Background: an optimization exercise with open tools, aiming at small area. Do not read the settings as production practice.
In this exercise RTL edits were held to simulation tests only and were not proved equivalent to the original.
Power is estimated from default activity; no workload was simulated.

--- flow/run.sh ---
#!/bin/bash
# Layout flow:
#  1. the standard synthesis;
#  2. ABC maps the logic between the registers again for area: three rounds,
#     each trying several scripts on the best netlist so far, keeping the
#     smallest; every register cell stays as the synthesis made it;
#  3. the standard layout, with single-drive port buffers and a clock tree
#     of buf_6 cells built without dummy loads.
# Each tool writes its full output to a log file in this folder.
set -euo pipefail
W=$(pwd)
RES=$W/orfs/results/$FLOW_PLATFORM/UNIT_FINAL/base
LIB=$FLOW_HOME/platforms/$FLOW_PLATFORM/lib/sky130_fd_sc_hd__tt_025C_1v80.lib
YOSYS=$FLOW_HOME/../tools/install/yosys/bin/yosys
[[ -x $YOSYS ]] || YOSYS=yosys

# 1. standard synthesis
bash standard.sh "$RES/1_2_yosys.v" > synth.log 2>&1
cp "$RES/1_2_yosys.v" "$W/synth_standard.v"

# 2. area re-mapping
SCRIPTS=(
  "+&get,-n;&st;&dc2;&dch,-f;&nf,-R,1000;&put;strash;&get,-n;&dch,-f;&nf,-R,1000;&put;topo;dnsize"
  "+&get,-n;&st;&dch,-f;&nf,-R,1000;&put;topo;dnsize"
  "+&get,-n;&st;&dc2;&dch,-f;&nf,-R,1000;&put;strash;&get,-n;&dc2;&dch,-f;&nf,-R,1000;&put;strash;&get,-n;&dch,-f;&nf,-R,1000;&put;topo;dnsize"
  "+strash;ifraig;dc2;dch,-f;amap;topo;dnsize;strash;dch,-f;amap;topo;dnsize"
  "+&get,-n;&st;&if,-K,4,-a;&mfs;&st;&dc2;&dch,-f;&nf,-R,1000;&put;topo;dnsize"
  "+strash;dc2;resub,-K,8;dc2;&get,-n;&st;&dch,-f;&nf,-R,1000;&put;topo;dnsize"
  "+&get,-n;&st;&if,-K,6,-a;&mfs;&st;&dch,-f;&nf,-R,1000;&put;topo;dnsize"
  "+&get,-n;&st;&synch2;&dch,-f;&nf,-R,1000;&put;topo;dnsize"
)
best="$W/synth_standard.v"; best_area=""
for r in 1 2 3; do
  src=$best
  for i in "${!SCRIPTS[@]}"; do
    n=remap_r${r}_$i
    cat > "$W/$n.ys" <<EOS
read_liberty -ignore_miss_func $LIB
read_verilog $src
hierarchy -top $FLOW_TOP
setattr -mod -set keep_hierarchy 1 sky130_fd_sc_hd__df* sky130_fd_sc_hd__edf* sky130_fd_sc_hd__sdf* sky130_fd_sc_hd__sedf* sky130_fd_sc_hd__dl* sky130_fd_sc_hd__conb*
flatten
opt_clean -purge
abc -liberty $LIB -dont_use sky130_fd_sc_hd__probe_p_8 -dont_use sky130_fd_sc_hd__probec_p_8 -dont_use sky130_fd_sc_hd__lpflow_bleeder_1 -dont_use sky130_fd_sc_hd__lpflow_clkbufkapwr_1 -dont_use sky130_fd_sc_hd__lpflow_clkbufkapwr_16 -dont_use sky130_fd_sc_hd__lpflow_clkbufkapwr_2 -dont_use sky130_fd_sc_hd__lpflow_clkbufkapwr_4 -dont_use sky130_fd_sc_hd__lpflow_clkbufkapwr_8 -dont_use sky130_fd_sc_hd__lpflow_clkinvkapwr_1 -dont_use sky130_fd_sc_hd__lpflow_clkinvkapwr_16 -dont_use sky130_fd_sc_hd__lpflow_clkinvkapwr_2 -dont_use sky130_fd_sc_hd__lpflow_clkinvkapwr_4 -dont_use sky130_fd_sc_hd__lpflow_clkinvkapwr_8 -dont_use sky130_fd_sc_hd__lpflow_decapkapwr_12 -dont_use sky130_fd_sc_hd__lpflow_decapkapwr_3 -dont_use sky130_fd_sc_hd__lpflow_decapkapwr_4 -dont_use sky130_fd_sc_hd__lpflow_decapkapwr_6 -dont_use sky130_fd_sc_hd__lpflow_decapkapwr_8 -dont_use sky130_fd_sc_hd__lpflow_inputiso0n_1 -dont_use sky130_fd_sc_hd__lpflow_inputiso0p_1 -dont_use sky130_fd_sc_hd__lpflow_inputiso1n_1 -dont_use sky130_fd_sc_hd__lpflow_inputiso1p_1 -dont_use sky130_fd_sc_hd__lpflow_inputisolatch_1 -dont_use sky130_fd_sc_hd__lpflow_isobufsrc_1 -dont_use sky130_fd_sc_hd__lpflow_isobufsrc_16 -dont_use sky130_fd_sc_hd__lpflow_isobufsrc_2 -dont_use sky130_fd_sc_hd__lpflow_isobufsrc_4 -dont_use sky130_fd_sc_hd__lpflow_isobufsrc_8 -dont_use sky130_fd_sc_hd__lpflow_isobufsrckapwr_16 -dont_use sky130_fd_sc_hd__lpflow_lsbuf_lh_hl_isowell_tap_1 -dont_use sky130_fd_sc_hd__lpflow_lsbuf_lh_hl_isowell_tap_2 -dont_use sky130_fd_sc_hd__lpflow_lsbuf_lh_hl_isowell_tap_4 -dont_use sky130_fd_sc_hd__lpflow_lsbuf_lh_isowell_4 -dont_use sky130_fd_sc_hd__lpflow_lsbuf_lh_isowell_tap_1 -dont_use sky130_fd_sc_hd__lpflow_lsbuf_lh_isowell_tap_2 -dont_use sky130_fd_sc_hd__lpflow_lsbuf_lh_isowell_tap_4 -dont_use sky130_fd_sc_hd__fill_1 -dont_use sky130_fd_sc_hd__fill_2 -dont_use sky130_fd_sc_hd__fill_4 -dont_use sky130_fd_sc_hd__fill_8  -script ${SCRIPTS[$i]}
opt_clean -purge
tee -o $W/$n.stat stat -liberty $LIB
select $FLOW_TOP
write_verilog -selected -noattr -nohex -nodec $W/$n.v
EOS
    if $YOSYS -s "$W/$n.ys" > "$n.log" 2>&1; then
      a=$(grep -m1 "Chip area for module '.$FLOW_TOP'" "$W/$n.stat" | awk '{print $NF}')
      echo "round $r script $i: area $a" >> remap_choice.log
      if [[ -n "$a" ]] && { [[ -z "$best_area" ]] || awk -v a="$a" -v b="$best_area" 'BEGIN{exit !(a < b)}'; }; then
        best="$W/$n.v"; best_area=$a
      fi
    fi
  done
done
echo "chosen: $best, area $best_area" >> remap_choice.log
cp "$best" "$RES/1_2_yosys.v"
touch "$RES/1_2_yosys.v"

# 3. standard layout
export BUFFER_PORTS_ARGS="-buffer_cell sky130_fd_sc_hd__buf_1"
export CTS_ARGS="-sink_clustering_enable -repair_clock_nets -dont_use_dummy_load -buf_list sky130_fd_sc_hd__buf_6"
bash standard.sh > layout.log 2>&1
--- standard.sh ---
#!/bin/bash
# synth_recipe.tcl (not shown) runs the flow's synth.tcl, then flattens the netlist and writes it again
# the make line also repeats each setting of config.mk as NAME=value (left out here)
make -C /OpenROAD-flow-scripts/flow DESIGN_CONFIG=/design/flow/config.mk WORK_HOME=/design/flow/orfs CLKGATE_MAP_FILE= SYNTH_SCRIPT=/design/flow/synth_recipe.tcl "${@:-finish}"
--- config.mk ---
export PLATFORM = sky130hd
export DESIGN_NAME = UNIT_FINAL
export DESIGN_NICKNAME = UNIT_FINAL
export VERILOG_FILES = /design/flow/design.v
export SDC_FILE = /design/flow/constraint.sdc
export NUM_CORES = 4
export LEC_CHECK = 0
export CAP_MARGIN = 20
export CORE_MARGIN = 2
export CORE_UTILIZATION = 40
export SLEW_MARGIN = 20
--- constraint.sdc ---
create_clock -name core_clock -period 25.0 [get_ports {clk}]
set_input_delay 5.0000 -clock core_clock [delete_from_list [all_inputs] [get_ports {clk}]]
set_output_delay 5.0000 -clock core_clock [all_outputs]
set_load 0.01 [all_outputs]
--- design.v ---
module ad (
    input  clk,
    input  rst_n,
    input  ad_in,
    output adclk,
    output cs_n,
    output LED1,
    output LED2,
    output LED3,
    output LED4
);
    reg       a;    
    reg [4:0] m;    
    reg [7:0] h;    
    reg [3:0] w;    
    localparam [4:0] M_0 = 5'd0, M_3 = 5'd7, M_17 = 5'd15, M_19 = 5'd29;
    wire m_end = (m == M_19);
    wire l_end = a & m_end;
    wire t_ok  = w[3] & w[0];
    always @(posedge clk or negedge rst_n)
        if (!rst_n) begin
            a <= 1'b1;
            m <= M_3;
            h <= 8'd97;
            w <= 4'd0;
        end else begin
            m <= m_end ? M_0 : {m[3:0], ~(m[4] ^ m[2])};
            if (m_end)
                a <= ~a;
            if (l_end)
                h <= (h == 8'd199) ? 8'd0 : h + 8'd1;
            if (!t_ok && h == 8'd135 && a && m == M_17)
                w <= w + 4'd1;
        end
    wire l_lo = ~a;
    assign cs_n  = ~((h < 8'd17) || (h == 8'd17 && l_lo));
    assign adclk = ~((h != 8'd0) && (h <= 8'd16) && l_lo);
    localparam Z = 3'b000, E86 = 3'b001, E8B = 3'b010, EC0 = 3'b011;
    localparam C4 = 3'b100, C1 = 3'b101, C2 = 3'b110, C3 = 3'b111;
    reg  [2:0] s;
    wire       samp = ~a && m_end && (h < 8'd16);
    wire [3:0] p    = h[3:0];
    wire [2:0] sp   = (p == 4'd0) ? Z : s;
    wire       b    = ad_in;
    wire [15:0] K860 = 16'h0860, K8B0 = 16'h08B0, KC0C = 16'h0C0C;
    wire c860 = K860[4'd15 - p];
    wire c8B0 = K8B0[4'd15 - p];
    wire cC0C = KC0C[4'd15 - p];
    reg [2:0] sn;
    always @(*) begin
        sn = sp;
        case (sp)
            Z:   if (b) sn = (p < 4'd4) ? C4 : (p == 4'd4) ? E86 : C1;
            E86: if (p <= 4'd8) begin
                     if (p == 4'd5)      sn = b ? EC0 : E86;
                     else if (p == 4'd8) sn = b ? E8B : E86;
                     else if (b)         sn = C3;
                 end else begin
                     if (b & ~c860)      sn = C2;
                     else if (~b & c860) sn = C1;
                 end
            E8B: if (b & ~c8B0)      sn = C3;
                 else if (~b & c8B0) sn = C2;
            EC0: if (b & ~cC0C)      sn = C4;
                 else if (~b & cC0C) sn = C3;
            default: sn = sp;
        endcase
    end
    always @(posedge clk)
        if (samp)
            s <= sn;
    wire win = (h > 8'd17) || (h == 8'd17 && a && m != M_0);
    reg       led4;
    reg [1:0] k;
    always @(posedge clk or negedge rst_n)
        if (!rst_n) begin
            led4 <= 1'b1;
            k    <= 2'b00;
        end else if (!t_ok) begin
            led4 <= 1'b1;
            k    <= 2'b00;
        end else if (win) begin
            case (s[1:0])
                2'b00: begin                  
                    led4 <= 1'b1;
                    k    <= {1'b0, s[2]};
                end
                2'b01: led4 <= 1'b0;           
                default: begin                
                    led4 <= 1'b1;
                    k    <= {1'b1, ~s[0]};
                end
            endcase
        end
    assign LED1 = (k != 2'b01);
    assign LED2 = (k != 2'b10);
    assign LED3 = (k != 2'b11);
    assign LED4 = led4;
endmodule
module DoublePulse (
    input      clk,
    input      rst_n,
    input      TEM,
    output reg K
);
    reg       s0, s1;
    reg [6:0] cnt;
    reg [1:0] c;
    localparam [6:0] C_99 = 7'd75;
    wire tick = (cnt == C_99);
    always @(posedge clk or negedge rst_n)
        if (!rst_n) begin
            s0  <= 1'b0;
            s1  <= 1'b0;
            cnt <= 7'd0;
            c   <= 2'd0;
            K   <= 1'b0;
        end else begin
            s0 <= TEM;
            s1 <= s0;
            if (s0 != s1 || tick)
                cnt <= 7'd0;
            else
                cnt <= {cnt[5:0], ~(cnt[6] ^ cnt[5])};
            if (c == 2'd3) begin
                c <= 2'd0;
                K <= ~K;
            end else if (s1 != K)
                c <= 2'd0;
            else if (tick)
                c <= c + 2'd1;
        end
endmodule
module err_high_detect (
    input  clk,
    input  rst_n,
    input  err,
    output led
);
    reg       en;    
    reg [2:0] st;
    wire chg  = ~(err ^ en);
    wire full = st[2] & ~st[1];
    always @(posedge clk or negedge rst_n)
        if (!rst_n) begin
            en <= 1'b0;
            st <= 3'b000;
        end else begin
            en    <= ~err;
            st[2] <= ~chg & (st[2] | st[1]);
            st[1] <= ~chg & st[0];
            st[0] <= ~chg & ~st[2];
        end
    assign led = ~(full & en);
endmodule
module uart_rx (
    input            sys_clk,
    input            sys_rst_n,
    input            rx,
    output reg [7:0] rx_data,
    output reg       drop,
    output     [3:0] shifted,
    output           rx_flag
);
    localparam IDLE = 4'd8, START = 4'd9, IDLE_F = 4'd10, START_F = 4'd11;
    localparam [12:0] MASK = 13'b1010101010101;
    localparam [12:0] Q_2083 = 13'd1989, Q_5823 = 13'd5830;
    reg        rx_reg1, rx_reg2, rx_reg3;
    reg        start_nedge;
    reg [12:0] baud_reg;
    reg [3:0]  state;
    wire [12:0] q        = baud_reg ^ MASK;
    wire        work_en  = !(state == IDLE || state == IDLE_F);
    wire        bit_flag = work_en && (q == Q_2083);
    wire [12:0] q_next   = !work_en ? 13'd0 :
                           bit_flag ? Q_5823 : {q[11:0], ~(q[12] ^ q[11])};
    always @(posedge sys_clk)
        baud_reg <= q_next ^ MASK;
    always @(posedge sys_clk or negedge sys_rst_n)
        if (!sys_rst_n) begin
            rx_reg1     <= 1'b1;
            rx_reg2     <= 1'b1;
            rx_reg3     <= 1'b1;
            start_nedge <= 1'b0;
            state       <= IDLE;
        end else begin
            rx_reg1     <= rx;
            rx_reg2     <= rx_reg1;
            rx_reg3     <= rx_reg2;
            start_nedge <= ~rx_reg2 & rx_reg3;
            if (bit_flag && state == 4'd7)
                state <= start_nedge ? START_F : IDLE_F;
            else if (bit_flag && state == START)
                state <= 4'd0;
            else if (bit_flag)
                state <= state + 4'd1;
            else if (start_nedge && !work_en)
                state <= START;
            else if (state == START_F)
                state <= START;
            else if (state == IDLE_F)
                state <= IDLE;
        end
    always @(posedge sys_clk)
        if (bit_flag && !state[3])
            {rx_data, drop} <= {rx_reg3, rx_data};
    assign rx_flag = (state == IDLE_F || state == START_F);
    assign shifted = {rx_flag, state[2:0] & {3{~state[3]}}};
endmodule
module uart_tx (
    input        sys_clk,
    input        sys_rst_n,
    input  [7:0] rx_data,
    input        drop,
    input  [3:0] shifted,
    input        rx_flag,
    output reg   tx
);
    localparam STOP = 4'd8, IDLE = 4'd9, CHAIN = 4'd10, START = 4'd11;
    localparam [12:0] MASK = 13'b1010101010101;
    localparam [12:0] Q_M1 = 13'h1000, Q_3742 = 13'd5161;
    reg [12:0] baud_reg;
    reg [3:0]  state;
    wire [2:0]  t        = shifted[2:0];
    wire [2:0]  sel      = state[2:0] - t;
    wire        use_drop = shifted[3] || ({1'b0, t} == {1'b0, state[2:0]} + 4'd1);
    wire [12:0] q        = baud_reg ^ MASK;
    wire        work_en  = (state != IDLE);
    wire        q_lo     = (q[12:2] == 11'd0);
    wire        q_1      = q_lo & ~q[1] & q[0];           
    wire        bit_flag = work_en & q_lo & q[1] & q[0];  
    wire        stop     = bit_flag && state == STOP;
    wire        start    = rx_flag && (!work_en || stop);
    wire [12:0] q_next   = start    ? Q_M1 :
                           !work_en ? 13'd0 :
                           bit_flag ? Q_3742 : {q[11:0], ~(q[12] ^ q[11])};
    always @(posedge sys_clk)
        baud_reg <= q_next ^ MASK;
    always @(posedge sys_clk or negedge sys_rst_n)
        if (!sys_rst_n) begin
            state <= IDLE;
            tx    <= 1'b1;
        end else begin
            if (start)
                state <= START;
            else if (rx_flag && state == STOP && q_1)
                state <= CHAIN;
            else if (stop)
                state <= IDLE;
            else if (bit_flag && state == CHAIN)
                state <= START;
            else if (bit_flag && state == START)
                state <= 4'd0;
            else if (bit_flag)
                state <= state + 4'd1;          
            if (bit_flag)
                case (state)
                    START:           tx <= 1'b0;
                    STOP, CHAIN:     tx <= 1'b1;
                    default:         tx <= use_drop ? drop : rx_data[sel];
                endcase
        end
endmodule
module rs232 (
    input  sys_clk,
    input  sys_rst_n,
    input  rx,
    output tx
);
    wire [7:0] rx_data;
    wire       drop;
    wire [3:0] shifted;
    wire       rx_flag;
    uart_rx uart_rx_inst (
        .sys_clk   (sys_clk),
        .sys_rst_n (sys_rst_n),
        .rx        (rx),
        .rx_data   (rx_data),
        .drop      (drop),
        .shifted   (shifted),
        .rx_flag   (rx_flag)
    );
    uart_tx uart_tx_inst (
        .sys_clk   (sys_clk),
        .sys_rst_n (sys_rst_n),
        .rx_data   (rx_data),
        .drop      (drop),
        .shifted   (shifted),
        .rx_flag   (rx_flag),
        .tx        (tx)
    );
endmodule
module UNIT_FINAL(
    input        clk,
    input        sys_rst_n,
    input        ad_in,
    output       adclk,
    input        TEM,
    input        rx,
    input  [3:0] ERR,
    output       tx,
    output       cs_n,
    output       K_1,
    output       K_2,
    output       K_3,
    output       K_4,
    output       LED1,
    output       LED2,
    output       LED3,
    output       LED4,
    output       LED5,
    output       LED7,
    output       LED8,
    output       LED9,
    output       LED10
);
    ad ad (
        .clk   (clk),
        .rst_n (sys_rst_n),
        .ad_in (ad_in),
        .adclk (adclk),
        .cs_n  (cs_n),
        .LED1  (LED1),
        .LED2  (LED2),
        .LED3  (LED3),
        .LED4  (LED4)
    );
    assign LED5 = 1'b1;
    wire k;
    DoublePulse DoublePulse1 (
        .clk   (clk),
        .rst_n (sys_rst_n),
        .TEM   (TEM),
        .K     (k)
    );
    assign K_1 = k;
    assign K_2 = k;
    assign K_3 = k;
    assign K_4 = k;
    err_high_detect err1 (.clk(clk), .rst_n(sys_rst_n), .err(ERR[0]), .led(LED10));
    err_high_detect err2 (.clk(clk), .rst_n(sys_rst_n), .err(ERR[1]), .led(LED9));
    err_high_detect err3 (.clk(clk), .rst_n(sys_rst_n), .err(ERR[2]), .led(LED8));
    err_high_detect err4 (.clk(clk), .rst_n(sys_rst_n), .err(ERR[3]), .led(LED7));
    rs232 rs232 (
        .sys_clk   (clk),
        .sys_rst_n (sys_rst_n),
        .rx        (rx),
        .tx        (tx)
    );
endmodule
==> results of run 1 <==
-- area by class of cell --
type	count	area [um2]	share of cell area [%]
Timing Repair Buffer	24	95.09	2.202
Multi-Input combinational cell	256	1276	29.55
Tap cell	133	166.4	3.853
Clock buffer	9	101.3	2.346
Inverter	61	229.0	5.301
Sequential cell	100	2451	56.75
-- power by group through the flow --
stage          sequential, mW  clock, mW  combinational [mW]
2_1_floorplan           0.172          0             0.00459
3_3_place_gp            0.172          0             0.00812
3_5_place_dp            0.173          0             0.00841
4_1_cts                 0.169     0.0782             0.00840
5_1_grt                 0.170     0.0847             0.00952
6_report                0.169     0.0745             0.00805
-- routing by layer --
metal / up-vias / GRT usage (%) / wire (um)
li1: 1497 / - / -
met1: 1343 / 17.01 / 3123
met2: 47 / 21.79 / 3159
met3: 9 / 3.831 / 211
met4: 0 / 4.757 / 78
met5: - / 0 / 0
-- layout by cell type, fill, tap and decap left out, types with 8 or more instances in the layout --
master	instances
nor2b_1	9
buf_6	9
nand3_1	16
a21oi_1	24
dfrtp_1	47
dfstp_2	15
o22ai_1	8
nor2_1	88
nand2_1	29
buf_1	22
clkinv_1	61
o21ai_0	17
nor3_1	17
dfxtp_1	26
edfxtp_1	12
-- path summary, 6_finish.rpt --
kind / cells after the start / end / slack, ns / start
max: 7 / cs_n / 18.05 / ad.h[3]$_DFFE_PN0P_
min: 0 / rs232.uart_rx_inst.rx_reg3$_DFF_PN1_ / 0.37 / rs232.uart_rx_inst.rx_reg2$_DFF_PN1_
max reg2reg: 15 / ad.h[6]$_DFFE_PN1P_ / 21.91 / ad.m[0]$_DFF_PN1_
min reg2reg: 0 / rs232.uart_rx_inst.rx_reg3$_DFF_PN1_ / 0.37 / rs232.uart_rx_inst.rx_reg2$_DFF_PN1_
max in group asynchronous: 2 / rs232.uart_rx_inst.state[0]$_DFFE_PN0P_ / 19.68 / sys_rst_n
min in group asynchronous: 2 / ad.w[1]$_DFFE_PN0P_ / 4.82 / sys_rst_n
-- through the flow --
step / std cells / hold WS (ns) / area, um2 / setup slack (ns)
floorplan: 417 / 0.3452 / 3956 / 18.76
global placement: 574 / 0.3471 / 4218 / 18.54
detailed placement: 574 / 0.3502 / 4218 / 18.42
CTS: 583 / 0.3679 / 4319 / 18.06
global route: 583 / 0.3727 / 4319 / 17.87
finish: 583 / 0.3673 / 4319 / 18.05
==> flow_summary.json, run 1 <==
{
  "hold_viol": 0,
  "dp_hpwl_um": 4822,
  "final_core_util_pct": 44.60,
  "ys_warn_count": 5,
  "vias_per_cell": 4.967,
  "clock_latency_ns": 0.32,
  "rows": 36,
  "max-vdd-ir-drop_v": 0.00002622,
  "maxCapViolations": 0,
  "syn_to_final_growth_pct": 9.171,
  "cts_hold_buf": 0,
  "slew_headroom_pct": 50.58,
  "crit_required_ns": 20.00,
  "avgSynthCellArea_um2": 9.488,
  "grt_pass1_vias": 2639,
  "route.detailed.drc": 0,
  "power.share.clock_pct": 29.6,
  "grt.overflow.total": 0,
  "io_buffers": 23,
  "syn-num-nets": 426,
  "path_clk_slew_ns": 0.08,
  "initial_core_util_pct": 40.85,
  "ctsResizeCount": 0,
  "route.vias.total": 2896,
  "power.share.sequential_pct": 67.2,
  "gp_congestion": 0.8852,
  "path_buf_inv": 3,
  "core_um2": 9684,
  "antenna_found_initial": 0,
  "syn_area_um2": 3956,
  "max_stage_delay_ns": 0.44,
  "crit_type": "reg2out",
  "ctsHtreeMaxLevel": 3,
  "dr.pass1.iters": 4,
  "ant_nets": 0,
  "cts_buffers": 9,
  "cts_tree": "built",
  "slew_viol_final": 0,
  "grt_max_degree": 63,
  "combPwrFrac_pct": 3.2,
  "wl_um": 6573,
  "hold_path_class": "reg2reg",
  "die_h_um": 103.5,
  "grt_usage_pct": 13.35,
  "crit_chain": "clkinv_1 > nand3_1 > nor2_1 > o21ai_0 > o21ai_0 > clkinv_1 > buf_1",
  "die_w_um": 103.5,
  "drt-initial-drc-count": 101,
  "slowest_stage": "dfrtp_1",
  "cp.arrival_ns": 1.95,
  "leakagePower_nw": 1.700,
  "nFillCells": 954,
  "fin_skew_ns": 0.03962,
  "setup_viol": 0,
  "p_sw_share_pct": 21.37,
  "fmax_mhz": 143.9,
  "p_switching_mw": 0.05386,
  "grt_pass1_wl_um": 11260,
  "end_kind": "primary output",
  "crit_family": "simple AND/OR/NAND/NOR gates",
  "drive_gt1_share_pct": 5.778,
  "outcome": "complete, no violations",
  "clockBufferDepth": 2,
  "dieArea_um2": 10700,
  "start_kind": "register",
  "ios": 25,
  "period_needed_ns": 6.950,
  "p_per_area_nw_per_um2": 58.34,
  "routedWlPerCell_um": 11.27,
  "root_buffer": "buf_6",
  "syn_inst": 417,
  "cts.sinks": 100,
  "antenna_cells": 0,
  "rsz0062_at_grt": "false",
  "power.total_mw": 0.2520,
  "min_period_over_period_pct": 27.80,
  "fin_nets": 461,
  "p_int_mw": 0.1981,
  "worst_pin_slew_ns": 0.7413,
  "postCtsSetupBuffers": 0,
  "tns_ns": 0,
  "critical_path.max_fanout": 8
}
==> run 2, diff against run 1 <==
--- a/flow/run.sh
+++ b/flow/run.sh
@@ -62,5 +62,5 @@
 
 # 3. standard layout
 export BUFFER_PORTS_ARGS="-buffer_cell sky130_fd_sc_hd__buf_1"
-export CTS_ARGS="-sink_clustering_enable -repair_clock_nets -dont_use_dummy_load -buf_list sky130_fd_sc_hd__buf_6"
+export CTS_ARGS="-sink_clustering_enable -repair_clock_nets -dont_use_dummy_load -root_buf sky130_fd_sc_hd__buf_6 -tree_buf sky130_fd_sc_hd__buf_4 -buf_list sky130_fd_sc_hd__buf_4"
 bash standard.sh > layout.log 2>&1
==> run 2 against run 1 <==
Effect of this change: global-route usage is the same; count of clock-buffer cells in the layout is the same; largest power group unchanged; clock skew is the same; critical path depth is the same; first-iteration DRC count is the same; final cell count is the same; wire length is the same; hold slack is the same; synthesized area is the same; register-to-register slack is essentially flat; sequential share of layout area is the same; still clean.
==> flow_summary.json, run 2 <==
{
  "die_h_um": 103.5,
  "antenna_found_initial": 0,
  "io_buffers": 23,
  "register_area_um2": 2451,
  "grt_max_degree": 63,
  "crit_type": "reg2out",
  "max_stage_delay_ns": 0.44,
  "grt_usage_pct": 13.35,
  "rsz0062_at_grt": "false",
  "initial_core_util_pct": 40.85,
  "period_needed_ns": 6.950,
  "p_per_area_nw_per_um2": 58.34,
  "hold_path_class": "reg2reg",
  "final_cell_mix": "nor2_1 (88), clkinv_1 (61), dfrtp_1 (47)",
  "holdPathStages": 0,
  "max-vdd-ir-drop_v": 0.00002622,
  "nFillCells": 954,
  "setup_viol": 0,
  "outcome": "complete, no violations",
  "tns_ns": 0,
  "ctsResizeCount": 0,
  "syn-num-nets": 426,
  "grt_pass1_vias": 2639,
  "multi_input_area_um2": 1276,
  "wl_um": 6573,
  "critical_path.max_fanout": 8,
  "r2r_start": "ad.m[0]$_DFF_PN1_",
  "dieArea_um2": 10700,
  "fin_nets": 461,
  "cp.arrival_ns": 1.95,
  "core_um2": 9684,
  "path_clk_slew_ns": 0.08,
  "rr_worst_depth": 15,
  "cts_hold_buf": 0,
  "power.total_mw": 0.2520,
  "postCtsSetupBuffers": 0,
  "root_buffer": "buf_6",
  "gp_congestion": 0.8852,
  "hold_viol": 0,
  "drt-initial-drc-count": 101,
  "crit_chain": "clkinv_1 > nand3_1 > nor2_1 > o21ai_0 > o21ai_0 > clkinv_1 > buf_1",
  "route.vias.total": 2896,
  "ctsHtreeMaxLevel": 3,
  "clockBufferDepth": 2,
  "routedWlPerCell_um": 11.27,
  "slew_headroom_pct": 50.58,
  "clock_latency_ns": 0.32,
  "maxCapViolations": 0,
  "dr.pass1.iters": 4,
  "worst_r2r_endpoint": "ad.h[6]$_DFFE_PN1P_",
  "worstHoldStart": "rs232.uart_rx_inst.rx_reg2$_DFF_PN1_",
  "r2r_setup_slack_ns": 21.91,
  "cts.sinks": 100,
  "grt.overflow.total": 0,
  "leakagePower_nw": 1.700,
  "ys_warn_count": 5,
  "fin_skew_ns": 0.03962,
  "rows": 36,
  "dp_hpwl_um": 4822,
  "die_w_um": 103.5,
  "end_kind": "primary output",
  "drive_gt1_share_pct": 5.778,
  "syn_inst": 417,
  "slew_viol_final": 0,
  "cts_tree": "built",
  "antenna_cells": 0,
  "vias_per_cell": 4.967,
  "grt_pass1_wl_um": 11260,
  "final_common_cell": "nor2_1",
  "ant_nets": 0,
  "syn_area_um2": 3956,
  "min_to": "rs232.uart_rx_inst.rx_reg3$_DFF_PN1_",
  "route.detailed.drc": 0,
  "crit_required_ns": 20.00,
  "slowest_stage": "dfrtp_1",
  "syn_to_final_growth_pct": 9.171,
  "min_period_over_period_pct": 27.80,
  "start_kind": "register",
  "ios": 25,
  "avgSynthCellArea_um2": 9.488,
  "fmax_mhz": 143.9,
  "cts_buffers": 9,
  "worst_pin_slew_ns": 0.7413
}
==> run 2: worst max path at each step <==
stage	from	to	slack [ns]	cells after the start
6_report	ad.h[3]$_DFFE_PN0P_	cs_n	18.05	7
5_1_grt	ad.h[3]$_DFFE_PN0P_	cs_n	17.87	7
4_1_cts	ad.h[3]$_DFFE_PN0P_	cs_n	18.06	7
3_5_place_dp	ad.h[3]$_DFFE_PN0P_	cs_n	18.42	7
3_3_place_gp	ad.h[3]$_DFFE_PN0P_	cs_n	18.54	7
2_1_floorplan	ad.h[3]$_DFFE_PN0P_	cs_n	18.76	6
==> run 2: report_power, final <==
group / internal [mW] / switching (mW)
Combinational: 0.00276 / 0.00529
Clock: 0.0279 / 0.0466
Sequential: 0.168 / 0.00193
Total: 0.198 / 0.0539
==> run 2: final cells by class <==
| type | instances | share of cell area, % |
|---|---|---|
| well taps | 133 | 3.853 |
| repair buffers | 24 | 2.202 |
| inverters | 61 | 5.301 |
| flip-flops and latches | 100 | 56.75 |
| multi-input cells | 256 | 29.55 |
| clock buffers | 9 | 2.346 |
==> run 2: stage by stage <==
stage | std cells | setup slack, ns | area [um2] | util [%] | hold WS [ns]
floorplan | 417 | 18.76 | 3956 | - | 0.3452
global placement | 574 | 18.54 | 4218 | 43.55 | 0.3471
detailed placement | 574 | 18.42 | 4218 | 43.55 | 0.3502
CTS | 583 | 18.06 | 4319 | 44.60 | 0.3679
global route | 583 | 17.87 | 4319 | 44.60 | 0.3727
finish | 583 | 18.05 | 4319 | 44.60 | 0.3673
==> run 2: layer usage <==
metal	wire length [um]	global-route usage, %	vias to the layer above	share of wire [%]
met5	0	0	-	0
met4	78	4.757	0	1.2
met3	211	3.831	9	3.2
met2	3159	21.79	47	48
met1	3123	17.01	1343	48
li1	-	-	1497	-
==> run 2: critical path, delay by kind of cell (launching register included) <==
family | cells | cell delay [ns]
DFF | 1 | 0.44
and+or+nand+nor | 2 | 0.45
AOI/OAI and AO/OA | 2 | 0.33
buffers and inverters | 3 | 0.43
==> run 3, diff against run 2 <==
--- a/design.v
+++ b/design.v
@@ -9,24 +9,25 @@
     output LED3,
     output LED4
 );
-    reg       a;    
+    reg       an;   
     reg [4:0] m;    
     reg [7:0] h;    
     reg [3:0] w;    
-    localparam [4:0] M_0 = 5'd0, M_3 = 5'd7, M_17 = 5'd15, M_19 = 5'd29;
+    localparam [4:0] M_0 = 5'd12, M_3 = 5'd0, M_17 = 5'd21, M_19 = 5'd23;
+    wire a = ~an;
     wire m_end = (m == M_19);
     wire l_end = a & m_end;
     wire t_ok  = w[3] & w[0];
     always @(posedge clk or negedge rst_n)
         if (!rst_n) begin
-            a <= 1'b1;
+            an <= 1'b0;
             m <= M_3;
             h <= 8'd97;
             w <= 4'd0;
         end else begin
             m <= m_end ? M_0 : {m[3:0], ~(m[4] ^ m[2])};
             if (m_end)
-                a <= ~a;
+                an <= ~an;
             if (l_end)
                 h <= (h == 8'd199) ? 8'd0 : h + 8'd1;
             if (!t_ok && h == 8'd135 && a && m == M_17)
@@ -162,7 +163,7 @@
     output     [3:0] shifted,
     output           rx_flag
 );
-    localparam IDLE = 4'd8, START = 4'd9, IDLE_F = 4'd10, START_F = 4'd11;
+    localparam IDLE = 4'd0, START = 4'd1, IDLE_F = 4'd2, START_F = 4'd3, D0 = 4'd8, D7 = 4'd15;
     localparam [12:0] MASK = 13'b1010101010101;
     localparam [12:0] Q_2083 = 13'd1989, Q_5823 = 13'd5830;
     reg        rx_reg1, rx_reg2, rx_reg3;
@@ -188,10 +189,10 @@
             rx_reg2     <= rx_reg1;
             rx_reg3     <= rx_reg2;
             start_nedge <= ~rx_reg2 & rx_reg3;
-            if (bit_flag && state == 4'd7)
+            if (bit_flag && state == D7)
                 state <= start_nedge ? START_F : IDLE_F;
             else if (bit_flag && state == START)
-                state <= 4'd0;
+                state <= D0;
             else if (bit_flag)
                 state <= state + 4'd1;
             else if (start_nedge && !work_en)
@@ -202,10 +203,10 @@
                 state <= IDLE;
         end
     always @(posedge sys_clk)
-        if (bit_flag && !state[3])
+        if (bit_flag && state[3])
             {rx_data, drop} <= {rx_reg3, rx_data};
     assign rx_flag = (state == IDLE_F || state == START_F);
-    assign shifted = {rx_flag, state[2:0] & {3{~state[3]}}};
+    assign shifted = {rx_flag, state[2:0] & {3{state[3]}}};
 endmodule
 module uart_tx (
     input        sys_clk,
@@ -216,7 +217,7 @@
     input        rx_flag,
     output reg   tx
 );
-    localparam STOP = 4'd8, IDLE = 4'd9, CHAIN = 4'd10, START = 4'd11;
+    localparam IDLE = 4'd0, START = 4'd1, STOP = 4'd2, CHAIN = 4'd3, D0 = 4'd8, D7 = 4'd15;
     localparam [12:0] MASK = 13'b1010101010101;
     localparam [12:0] Q_M1 = 13'h1000, Q_3742 = 13'd5161;
     reg [12:0] baud_reg;
@@ -250,9 +251,11 @@
             else if (bit_flag && state == CHAIN)
                 state <= START;
             else if (bit_flag && state == START)
-                state <= 4'd0;
+                state <= D0;
+            else if (bit_flag && state == D7)
+                state <= STOP;
             else if (bit_flag)
-                state <= state + 4'd1;          
+                state <= state + 4'd1;
             if (bit_flag)
                 case (state)
                     START:           tx <= 1'b0;
--- a/flow/run.sh
+++ b/flow/run.sh
@@ -62,5 +62,5 @@
 
 # 3. standard layout
 export BUFFER_PORTS_ARGS="-buffer_cell sky130_fd_sc_hd__buf_1"
-export CTS_ARGS="-sink_clustering_enable -repair_clock_nets -dont_use_dummy_load -root_buf sky130_fd_sc_hd__buf_6 -tree_buf sky130_fd_sc_hd__buf_4 -buf_list sky130_fd_sc_hd__buf_4"
+export CTS_ARGS="-sink_clustering_enable -repair_clock_nets -dont_use_dummy_load -buf_list sky130_fd_sc_hd__buf_6"
 bash standard.sh > layout.log 2>&1
==> run 3 against run 2 <==
Effect of this change: first-iteration DRC count down 24%; hold slack worse by 0.0098 ns; clock power up 1%; count of clock-buffer cells in the layout unchanged; sequential share of layout area down 0.10 points; largest power group unchanged; register-to-register slack better by 0.57 ns.
==> flow_summary.json, run 3 <==
{
  "outcome": "complete, no violations",
  "r2r_setup_slack_ns": 22.48,
  "clock_latency_ns": 0.34,
  "vias_per_cell": 5.018,
  "fmax_mhz": 143.4,
  "grt_pass1_wl_um": 11230,
  "register_area_um2": 2442,
  "routedWlPerCell_um": 12.10,
  "cts.sinks": 100,
  "core_um2": 9684,
  "place_ws_ns": 18.40,
  "fin_nets": 422,
  "nFillCells": 925,
  "ys_warn_count": 5,
  "critical_path.max_fanout": 10,
  "hold_slack_ns": 0.3575,
  "grt_pass1_vias": 2482,
  "wl_um": 6583,
  "tns_ns": 0,
  "die_w_um": 103.3,
  "dp_cells": 535,
  "dr.pass1.iters": 5,
  "final_common_cell": "nor2_1",
  "initial_core_util_pct": 40.70,
  "root_buffer": "buf_6",
  "multi_input_area_um2": 1450,
  "route.vias.total": 2730,
  "hold_path_class": "reg2reg",
  "avgSynthCellArea_um2": 10.45,
  "crit_required_ns": 20.00,
  "syn_area_um2": 3941,
  "rows": 36,
  "start_kind": "register",
  "drive_gt1_share_pct": 5.109,
  "antenna_found_initial": 0,
  "cts_hold_buf": 0,
  "placed_cell_area_um2": 4210,
  "dieArea_um2": 10660,
  "final_cell_mix": "nor2_1 (55), dfrtp_1 (54), nand2_1 (48)",
  "power.total_mw": 0.2801,
  "route.detailed.drc": 0,
  "setup_viol": 0,
  "drt-initial-drc-count": 77,
  "min_to": "rs232.uart_rx_inst.rx_reg2$_DFF_PN1_",
  "slew_viol_final": 0,
  "clockBufferDepth": 2,
  "rr_worst_depth": 13,
  "fin_area_um2": 4312,
  "cts_tree": "built",
  "ctsHtreeMaxLevel": 3,
  "grt_max_degree": 63,
  "rsz0062_at_grt": "false",
  "end_kind": "primary output",
  "worst_r2r_endpoint": "rs232.uart_tx_inst.tx$_DFFE_PN1P_",
  "final_core_util_pct": 44.52,
  "path_clk_slew_ns": 0.08,
  "cts_buffers": 9,
  "r2r_start": "rs232.uart_rx_inst.state[3]$_DFFE_PN0P_",
  "syn-num-nets": 386,
  "gp_congestion": 0.8521,
  "grt.overflow.total": 0,
  "p_per_area_nw_per_um2": 64.97,
  "io_buffers": 23,
  "max-vdd-ir-drop_v": 0.00004380,
  "min_period_over_period_pct": 27.89,
  "fin_skew_ns": 0.03610,
  "critPathLaunch": "ad.h[3]$_DFFE_PN0P_",
  "worst_slack_ns": 18.03,
  "cp.arrival_ns": 1.97,
  "worst_pin_slew_ns": 0.7888,
  "grt_usage_pct": 13.60,
  "antenna_cells": 0,
  "slew_headroom_pct": 46.93,
  "maxCapViolations": 0,
  "dp_hpwl_um": 4502,
  "syn_inst": 377,
  "postCtsSetupBuffers": 0,
  "crit_type": "reg2out",
  "holdPathStages": 0,
  "die_h_um": 103.3,
  "hold_viol": 0,
  "leakagePower_nw": 1.756,
  "ios": 25,
  "syn_to_final_growth_pct": 9.397,
  "worstHoldStart": "rs232.uart_rx_inst.rx_reg1$_DFF_PN1_",
  "period_needed_ns": 6.971,
  "ant_nets": 0,
  "ctsResizeCount": 0,
  "fin_cells": 544
}
==> run 3: layer usage <==
layer / up-vias / track usage, % / share of wire, %
li1: 1363 / - / -
met1: 1312 / 17.32 / 47
met4: 0 / 5.364 / 1.7
met5: - / 0 / 0
met3: 12 / 4.234 / 3.1
met2: 43 / 21.78 / 48
==> run 3: worst max-delay path by stage <==
stage	slack, ns	endpoint	depth (start not counted)
4_1_cts	18.02	adclk	5
5_1_grt	17.87	adclk	5
2_1_floorplan	18.68	adclk	4
6_report	18.03	adclk	5
3_3_place_gp	18.46	adclk	5
3_5_place_dp	18.40	adclk	5
==> run 3: power by group <==
group	switching [mW]	internal (mW)	total (mW)
sequential	0.00826	0.179	0.187
clock	0.0474	0.0279	0.0753
combinational	0.00970	0.00780	0.0175
total	0.0654	0.215	0.280
==> run 3: cell type report <==
cell class	instances	area share (%)
clock buffer	9	2.351
inverter	13	1.132
timing repair buffer	25	2.380
tap	133	3.860
sequential	100	56.65
multi-input combinational	264	33.63
==> run 3: critical path, stage by stage (launching register included) <==
cell and delay (ns):
dfrtp_1 0.49, nor3_1 0.41, nand2_1 0.26, a21oi_1 0.24, o211ai_1 0.11, buf_1 0.14

[port drivers added, routing unchanged]
No port has a modelled driver above. Below, the same layouts with a new extraction and two added sets of constraints.
Step 1, drivers: a clkbuf_16 drives clk and a buf_2 each remaining input, both assumed.
Step 2 also shifts input and output timing later by t, the mid clock arrival at the registers, as if the neighbouring blocks saw the same clock.
a / b / c = no drivers / after step 1 / after step 2; a / b = the first two.
run | shift t [ns] | slack for setup (ns) | hold slack, ns | slew at the worst register clock pin (ns) | worst slew at a driven data input, ns
run 1 | 0.339 | 18.050 / 18.017 / 18.355 | 0.367 / 0.367 / 0.367 | 0.11 / 0.11 | 0.03
run 2 | 0.339 | 18.050 / 18.017 / 18.355 | 0.367 / 0.367 / 0.367 | 0.11 / 0.11 | 0.03
run 3 | 0.351 | 18.028 / 17.996 / 18.347 | 0.357 / 0.357 / 0.357 | 0.11 / 0.11 | 0.03
After both steps setup and hold are still met in every run listed.
